This design comes from an exercise in tuning for small area and a short achievable clock period on the open sky130 flow, not from production work.
In this exercise RTL edits were held to simulation tests only and were not proved equivalent to the original.
Power is estimated from default activity; no workload was simulated.

### flow/design.v
module MUX_2to1(inp1,inp2,sel,out);
input [31:0]inp1;
input [31:0]inp2;
input sel;
output wire [31:0]out;
assign out = (sel == 0)?(inp1):(inp2);
endmodule
module PipeReg(q, d, clk);
parameter n = 70;
output reg [n-1:0]q;
input [n-1:0]d;
input clk;
always@(posedge clk)
begin
	q <= d;
end
endmodule
module PipeReg1(q, d, clk);
parameter n = 103;
output reg [n-1:0]q;
input [n-1:0]d;
input clk;
always@(posedge clk)
begin
	q <= d;
end
endmodule
module PipeRegD(q, d, clk);
parameter n = 109;
output reg [n-1:0]q;
input [n-1:0]d;
input clk;
always@(posedge clk)
begin
	q <= d;
end
endmodule
module PipeRegI(q, d, clk);
parameter n = 32;
output reg [n-1:0]q;
input [n-1:0]d;
input clk;
always@(posedge clk)
begin
	q <= d;
end
endmodule
module alu_ADD(A,B,Y,cpsr);
input [31:0] A,B;
output wire [3:0] cpsr;
output wire [31:0] Y;
assign {cpsr[3], Y} = A + B;
assign cpsr[2] = ~|Y;
assign cpsr[1] = Y[31];
assign cpsr[0] = A[31]^B[31]^Y[31]^cpsr[3];
endmodule
module alu_AND(A,B,Y);
input [31:0] A,B;
output wire [31:0] Y;
assign Y = A&B;
endmodule
module alu_EXOR(A,B,Y);
input [31:0] A,B;
output wire [31:0] Y;
assign Y = A^B;
endmodule
module alu_NOT(A,B,Y);
input [31:0] A,B;
output wire [31:0] Y;
assign Y = ~A;
endmodule
module alu_OR(A,B,Y);
input [31:0] A,B;
output wire [31:0] Y;
assign Y = A|B;
     endmodule
module alu_SUB(A,B,Y,cpsr);
input [31:0] A,B;
output wire [3:0] cpsr;
output wire [31:0] Y;
assign {cpsr[3], Y} = A + ~B + 1;
assign cpsr[2] = ~|Y;
assign cpsr[1] = Y[31];
assign cpsr[0] = (A[31]^B[31]^Y[31]^cpsr[3]);
endmodule
module alu_compare(A,B,Y,cpsr);
input [31:0] A,B;
output wire [3:0] cpsr;
output wire [31:0] Y;
alu_SUB cmp_sub(A,B,Y,cpsr);
endmodule
module alu_mov(A, B, Y);
input [31:0] A, B;
output [31:0] Y;
assign Y = B;
endmodule
module alu(
		input clk,
		input rst,
		input valid,
		input [5:0] opcode,
		input [31:0] A,
		input [31:0] B,
		input s,
		input [23:0] pc_br,
		output reg [31:0] result,
		output reg [3:0] cpsr,
		output reg Br
		);
reg[3:0] mem;
reg upd;
wire [31:0] radd, rsub, r_and, ror, rnot, rxor, rcmp, rmov;
wire [3:0] cadd, csub, ccmp;
alu_ADD adder(A, B, radd, cadd);
alu_SUB sub(A, B, rsub, csub);
alu_AND andgate(A, B, r_and);
alu_OR orgate(A, B, ror);
alu_NOT notgate(A, B, rnot);
alu_EXOR exorgate(A, B, rxor);
alu_compare cmp(A, B, rcmp, ccmp);
alu_mov mov(A, B, rmov);
always@(*)
begin
 result = 32'd0;
 cpsr = 4'd0;
 upd = 1'b0;
 Br = 1'b0;
 case(opcode)
   6'b000110 :  begin
                result = radd;
                cpsr = cadd; upd = s;
   		end
   6'b001001 :  begin
                result = rsub;
                cpsr = csub; upd = s;
                end
   6'b001011 : 
                result = r_and;
   6'b001010 : 
                result = ror;
   6'b001100 :  
                result = rnot;
   6'b001110 : 
                result = rxor;
   6'b011101 :  begin
                result = rcmp;
	        cpsr = ccmp; upd = s;
		end
   6'b011100:	
   		result = rmov;
   6'b100100:   begin
		Br = valid & mem[2];
		result = {8'b00000000 , pc_br};
		end	
   default: ;
endcase
end
always @(posedge clk)
begin
 if (rst)
   mem <= 4'd0;
 else if (valid & upd)
   mem <= cpsr;
end
endmodule
module shifter(
			output [31:0] B,
			input [31:0] Rm,
			input shift,
			input shift_enable,
			input [4:0] shift_imm);
reg [31:0] temp;
always@(*)
begin
	if(shift_enable)
	begin
		if(shift)
		begin
			temp = Rm << shift_imm;
		end
		else
		begin
			temp = Rm >> shift_imm;
		end
	end
	else
	begin
		temp = Rm;
	end
end
assign B = temp;
endmodule
module sign_extend(in, out);
input [15:0] in;
output [31:0] out;
assign out = {{16{in[15]}}, in[15:0]};
endmodule
module control(instr, rn, rm, rd, imm, memEn, regW, regRn, regRm, ls, I, S, opcode, shift, shift_imm, shiftEn);
input [31:0] instr;
output reg [3:0] rn, rm, rd;
output reg memEn, regW, regRn, regRm, I, S, ls, shift, shiftEn;
output reg [4:0] shift_imm;
output reg [5:0] opcode;
output reg [15:0] imm;
reg temp;
always@(instr)
begin
	I = instr[31];
	S = instr[30];
	memEn = instr[29] & instr[28];
	ls = instr[27];
	temp = instr[29] | instr[28];
	if((memEn == 1'b1) && (instr[27] == 0))
		regW = 0;
	else 
		regW = 1;
	regRn = 1;
	regRm = ~I;
	rn = instr[23:20];
	rm = instr[3:0];
	if(temp == 1)
		rd = instr[23:20];
	else 
		rd = instr[19:16];
	opcode = instr[29:24];
	shiftEn = ~I;
	shift = instr[15];
	shift_imm = instr[14:10];
	imm = instr[15:0];
end
endmodule
module decoder(
		input [31:0]instr,
		output [3:0]rn,
		output [3:0]rm,
		output [31:0]imm_ext,
		output [5:0]opcode,
		output rn_en,
		output rm_en,
		output s, 
		output i,
		output m_en,
		output rw_en, 
		output w_en,
		output sh_en, 
		output sh,
		output [4:0]sh_imm,
		output [3:0]rd
		);
wire [15:0]imm;
control ctrl(instr, rn, rm, rd, imm, m_en, w_en, rn_en, rm_en, rw_en, i, s, opcode, sh, sh_imm, sh_en);
sign_extend s_ext(imm, imm_ext);
endmodule
module registerfile
  (input clk,
   input write,
   input [3:0] wrAddr,
   input [31:0] wrData,
   input [3:0] rdAddrm,
   output [31:0] rdDatam,
   input [3:0] rdAddrn,
   output [31:0] rdDatan);
   reg [31:0] 	 mem [0:15];
   assign rdDatam = mem[rdAddrm];
   assign rdDatan = mem[rdAddrn];
   always @(posedge clk)
   begin
      if (write) 
		begin
				mem[wrAddr] <= wrData;
		end
   end
endmodule
module fetch(
    input clk,
    input rst,
    input [31:0] br_pc,
    input Br,
    output [31:0] imem_addr,
    input [31:0] imem_rdata,
    output reg [31:0] instr
    );
    reg [31:0] pc;
    assign imem_addr = Br ? br_pc : pc;
    always @(posedge clk) begin
        instr <= imem_rdata;
        if (rst)
            pc <= 32'd0;
        else
            pc <= imem_addr + 32'd1;
    end
endmodule
module write_back(		
				output [31:0] result,
				output reg [3:0] Rd,
				output reg write,
				input [31:0] data_in,
				input [31:0] alu_in,
				input [3:0] Rd_in,
				input w_en,
				input mem_enable);
MUX_2to1 wb(alu_in, data_in, mem_enable, result);
always@(*)
begin
Rd = Rd_in;
write = w_en;
end
endmodule
module processor(
    input clk,
    input rst,
    output [31:0] imem_addr,
    input [31:0] imem_rdata,
    output dmem_en,
    output dmem_we,
    output [31:0] dmem_addr,
    output [31:0] dmem_wdata,
    input [31:0] dmem_rdata,
    output wb_en,
    output [3:0] wb_addr,
    output [31:0] wb_data
    );
wire [31:0] instr;  
wire [31:0]IF_out;  
wire [3:0]rn, rm, rd;
wire [31:0] imm_ext;
wire [5:0]opcode;
wire rn_en, rm_en, s, i, m_en, rw_en, w_en, sh_en, sh;
wire [4:0]sh_imm;
wire write;
wire [3:0]wAddr;
wire [31:0]wData;
wire [108:0]de_out;
wire [31:0] Rn_v, Rm_v;
wire [31:0]B, alu_result;
wire [31:0]B_v;
wire [3:0] cpsr;
wire Br;
wire brm_en, brw_en;
wire [102:0]em_out;
wire [31:0]d_out;
wire [69:0]mw_out;
reg if_valid, id_valid, ex_valid, mem_valid, wb_valid;
always @(posedge clk) begin
	if (rst) begin
		if_valid <= 1'b0;
		id_valid <= 1'b0;
		ex_valid <= 1'b0;
		mem_valid <= 1'b0;
		wb_valid <= 1'b0;
	end
	else begin
		if_valid <= 1'b1;
		id_valid <= if_valid & ~Br;
		ex_valid <= id_valid & ~Br;
		mem_valid <= ex_valid;
		wb_valid <= mem_valid;
	end
end
fetch Fetch_stage(clk, rst, alu_result, Br, imem_addr, imem_rdata, instr);
PipeRegI IF_ID(IF_out, instr, clk);
decoder Decstage(IF_out, rn, rm, imm_ext, opcode, rn_en, rm_en, s, i, m_en, rw_en, w_en, sh_en, sh, sh_imm, rd);
registerfile RegFile(clk, write, wAddr, wData, rm, Rm_v, rn, Rn_v);
MUX_2to1 imm_mux(Rm_v, imm_ext, i, B_v);
PipeRegD ID_EX(de_out, {IF_out[23:0], Rn_v, B_v, s, opcode, m_en, rw_en, w_en, rd, sh_en, sh, sh_imm}, clk);
assign brm_en = (de_out[13]&(~Br));
assign brw_en = (de_out[11]&(~Br));
shifter sft(B, de_out[52:21], de_out[5], de_out[6], de_out[4:0]);
alu exec(clk, rst, ex_valid, de_out[19:14], de_out[84:53], B, de_out[20], de_out[108:85], alu_result, cpsr, Br);
PipeReg1 EX_MEM(em_out, {alu_result, B, de_out[84:53], brm_en, de_out[12], brw_en, de_out[10:7]}, clk);
assign dmem_en = mem_valid & em_out[6];
assign dmem_we = dmem_en & ~em_out[5];
assign dmem_addr = em_out[70:39];
assign dmem_wdata = em_out[38:7];
assign d_out = dmem_rdata;
PipeReg MEM_WB(mw_out, {em_out[102:71], d_out, em_out[6], em_out[3:0], em_out[4]}, clk);
write_back Wb(wData, wAddr, write, mw_out[37:6], mw_out[69:38], mw_out[4:1], mw_out[0] & wb_valid, mw_out[5]);
assign wb_en = write;
assign wb_addr = wAddr;
assign wb_data = wData;
endmodule
### flow/constraint.sdc
create_clock -name core_clock -period 7.5 [get_ports {clk}]
set_input_delay 1.5000 -clock core_clock [delete_from_list [all_inputs] [get_ports {clk}]]
set_output_delay 1.5000 -clock core_clock [all_outputs]
set_load 0.01 [all_outputs]
### flow/run.sh
#!/bin/bash
# synth_recipe.tcl (not shown) runs the flow's synth.tcl, then flattens the netlist and writes it again
# the make line also repeats each setting of config.mk as NAME=value (left out here)
make -C /OpenROAD-flow-scripts/flow DESIGN_CONFIG=/design/flow/config.mk WORK_HOME=/design/flow/orfs CLKGATE_MAP_FILE= SYNTH_SCRIPT=/design/flow/synth_recipe.tcl finish
### flow/config.mk
export PLATFORM = sky130hd
export DESIGN_NAME = processor
export DESIGN_NICKNAME = processor
export VERILOG_FILES = /design/flow/design.v
export SDC_FILE = /design/flow/constraint.sdc
export NUM_CORES = 4
export LEC_CHECK = 0
export CAP_MARGIN = 20
export CORE_MARGIN = 2
export CORE_UTILIZATION = 40
export SETUP_SLACK_MARGIN = 0.1
export SLEW_MARGIN = 20
==> out/metrics.cfg <==
[outcome]
outcome = complete, no violations

[clocking]
htreeDepth = 3
tritoncts = done
ctsHoldBuffers = 0
cts.sinks = 889
clockBufferDepth = 3
insertion_delay_ns = 0.71
clkTransAtPathRegs_ns = 0.06
cts_buffers = 93
root_buffer = clkbuf_16

[synth]
synthFlopType = edfxtp_1
yosys_warnings = 11
avgSynthCellArea_sq_um = 13.0
ys_seq_elements = 889
synth_cell_type_count = 107
syn_area_sq_mm = 0.0444
synthCells = 3413
synthesis.nets = 3580
async_reset_ff_frac = 0
synth_edf_count = 512
yosysSeqAreaShare = 0.517

[sta]
rsz0062_at_grt = yes
fin_crit_sh = 0.974
fin_tns_setup_ns = 0
setup_viol = 0
slew_violations = 0
clock_skew_ns = 0.0439
fmax_ghz = 0.137
worstMarginPinSlew_ns = 1.22
fin_ws_ns = 0.193
finalCriticalPeriod_ns = 7.31
relSlewSlack = 0.187
hold_viol_final = 0

[die]
die-height_microns = 337
start_util = 0.402
dieArea_sq_mm = 0.114
rows = 122
core_sq_mm = 0.110
die_x_microns = 337
top_level_ports = 201

[critical_path]
critical_path.reg2reg.startpoint = ID_EX.q[95]
worstSetupStartpointType = flop
cp_max_fo = 17
worst-setup-path-type = flop to primary output
slowest_delay_ns = 0.56
crit_slowest_cell = clkdlybuf4s50_1
crit_required_ns = 6.00
r2r_cells = 25
regToRegEndpoint = exec.mem[2]
worstPathArrival_ns = 5.81
path_cells = buf_4, bufbuf_16, mux2i_1, buf_4, a22oi_1, nand4_1, a31oi_1, inv_1, ha_1, nor3b_1, nor4_1, buf_4, o21bai_1, buf_4, o41ai_4, buf_4, o21ai_1, xnor2_1, a21oi_2, a21oi_2, clkdlybuf4s50_1
end_kind = primary output
regToRegSetupSlack_ns = 1.15
cpMostUsedCell = buf_4

[route]
viasPerCell = 6.07
drtIter0Drc = 4022
antenna_left = 0
vias = 32311
dr.pass1.iters = 6
drt-total-wl_microns = 164000
post_drt_wl_per_cell_microns = 30.9
drc = 0

[grt]
grt-ovfl-total = 0
grt_pass1_vias = 31701
grt_pass1_wl_microns = 232000
grt_max_degree = 68
grtUsageTotal = 0.286
antenna_found_initial = 15

[min_path]
min_from = Fetch_stage.instr[12]
hold_path_end = IF_ID.q[12]
worstHoldPathType = flop to flop
min_path_cells = 0

[place]
hpwl_microns = 114000
place_congestion = 1.06
io_buffers = 200
dpl_worst_slack_ns = 0.171

[power]
power.total_mw = 13.0
p_leak_nw = 19.3
vdd_drop_max_v = 0.000162
power_density_mw_per_mm2 = 244

[layout]
fill_cells = 9724
multi_input_area_sq_mm = 0.0200
seqCellArea_sq_mm = 0.0230
fin_util = 0.484
area_growth_syn_to_layout_pct = 20.3
fin_nets = 3914
drive_gt1_frac = 0.284

[job]
max_cap_violations = 0

-- cell usage after synthesis, types with 25 or more instances --
master | n | area (sq um)
a211oi_1 | 37 | 278
a21oi_1 | 118 | 591
a221oi_1 | 25 | 219
buf_1 | 50 | 188
buf_2 | 37 | 185
buf_4 | 74 | 556
clkbuf_1 | 144 | 541
dfxtp_1 | 377 | 7550
edfxtp_1 | 512 | 15400
ha_1 | 99 | 1240
inv_1 | 114 | 428
mux2_2 | 77 | 867
mux2i_1 | 100 | 1000
mux4_2 | 328 | 7390
nand2_1 | 234 | 878
nand2b_1 | 32 | 200
nand3_1 | 50 | 250
nand4_1 | 27 | 169
nor2_1 | 207 | 777
nor2b_1 | 35 | 219
nor3_1 | 49 | 245
o211ai_1 | 28 | 210
o21ai_0 | 119 | 596
o221ai_1 | 31 | 272
o22ai_1 | 28 | 175
xnor2_1 | 45 | 394
-- logic make-up after synthesis --
kind of cell / after synthesis / share of synthesized area
flops: 889 / 0.517
simple gates: 780 / 0.0860
compound gates: 640 / 0.102
mux: 508 / 0.209
buf+inv: 432 / 0.0450
fa+ha+maj: 101 / 0.0288
xor+xnor: 63 / 0.0124
-- sequential cells by signal, summed over array words and instances, names as in the netlist --
signal / cells
ex_valid: 1
if_valid: 1
EX_MEM.q: 103
Fetch_stage.pc: 32
IF_ID.q: 32
Fetch_stage.instr: 32
exec.mem: 1
wb_valid: 1
MEM_WB.q: 70
id_valid: 1
mem_valid: 1
RegFile.mem: 512
ID_EX.q: 102
-- where the power goes --
part / internal, mW / switching, mW / total [mW]
clock: 2.73 / 2.04 / 4.77
combinational: 1.13 / 1.56 / 2.69
sequential: 5.37 / 0.210 / 5.58
total: 9.23 / 3.81 / 13.0
-- worst max-delay path, delay by kind of cell, from the launching register on --
| family | cells | cell delay, ns |
|---|---|---|
| adders and majority gates | 1 | 0.42 |
| AOI/OAI and AO/OA | 7 | 1.47 |
| DFF | 1 | 0.43 |
| xor gates and xnor gates | 1 | 0.23 |
| muxes | 1 | 0.12 |
| and+or+nand+nor | 3 | 0.61 |
| buffers and inverters | 8 | 1.86 |
-- cells in the final DEF (no fill, tap or decap), types with 45 or more instances in the layout --
cell and instances:
a21oi_1 100, buf_4 336, clkbuf_16 100, clkdlybuf4s50_1 195, dfxtp_1 352, edfxtp_1 512
ha_1 93, inv_1 113, mux2_2 77, mux2i_1 86, mux4_2 328, nand2_1 233
nand3_1 50, nor2_1 194, o21ai_0 107, xnor2_1 45
-- what timing repair did --
action	in CTS	in global routing
setup buffers	11	10
endpoints found under the setup margin	14	15
resized for setup	57	72
cloned	3	0
pin swaps	3	14
-- layout make-up --
class	instances	share of cell area
sequential	889	0.430
timing repair buffer	551	0.0909
clock buffer	123	0.0502
clock inverter	52	0.00996
multi-input combinational	2092	0.375
inverter	120	0.00851
tap	1488	0.0349
antenna	8	0.000375
-- through the flow --
stage          instance area, sq um  hold WS (ns)  cells
2_1_floorplan                 44400         0.310   3413
3_3_place_gp                  49400         0.310   5116
3_5_place_dp                  49400         0.312   5116
4_1_cts                       53000         0.321   5305
5_1_grt                       53400         0.317   5315
6_report                      53400         0.305   5323
-- worst max path at each step --
stage                    endpoint  slack [ns]  depth (start not counted)   startpoint
floorplan           imem_addr[23]        0.65                         22  ID_EX.q[95]
global placement    imem_addr[12]        0.15                         21  ID_EX.q[95]
detailed placement  imem_addr[22]        0.17                         22  ID_EX.q[95]
CTS                 imem_addr[15]        0.10                         21  ID_EX.q[95]
global route        imem_addr[23]        0.04                         21  ID_EX.q[97]
finish              imem_addr[23]        0.19                         21  ID_EX.q[95]
-- layer usage --
layer | global-route usage | share of wire | up-vias
li1 | - | - | 13861
met1 | 0.379 | 0.40 | 16439
met2 | 0.452 | 0.46 | 1672
met3 | 0.0574 | 0.089 | 333
met4 | 0.135 | 0.049 | 6
met5 | 0 | 0.00023 | -

==> what the ideal ports hide <==
Ports are ideal in the flow. The routed layout listed here was re-timed in OpenROAD.
Step 1 assumes that a clkbuf_16 drives the clock port and a buf_2 every other input.
Step 2 times the ports against the registers' clock, not the clock port: input delays grow and output delays shrink by t, the midpoint of the rising clock arrivals with the driver on.
Slacks: ideal ports / drivers / drivers and shift; pairs: ideal ports / drivers.
t, ns: 0.758
setup slack, ns: 0.193 / 0.118 / 0.877
hold WS [ns]: 0.305 / 0.305 / 0.305
latest minus earliest clock arrival (ns): 0.044 / 0.045
After both steps this run still meets setup and hold. The setup slack of this run moves by -0.075 ns with the drivers and by +0.684 ns with both steps.
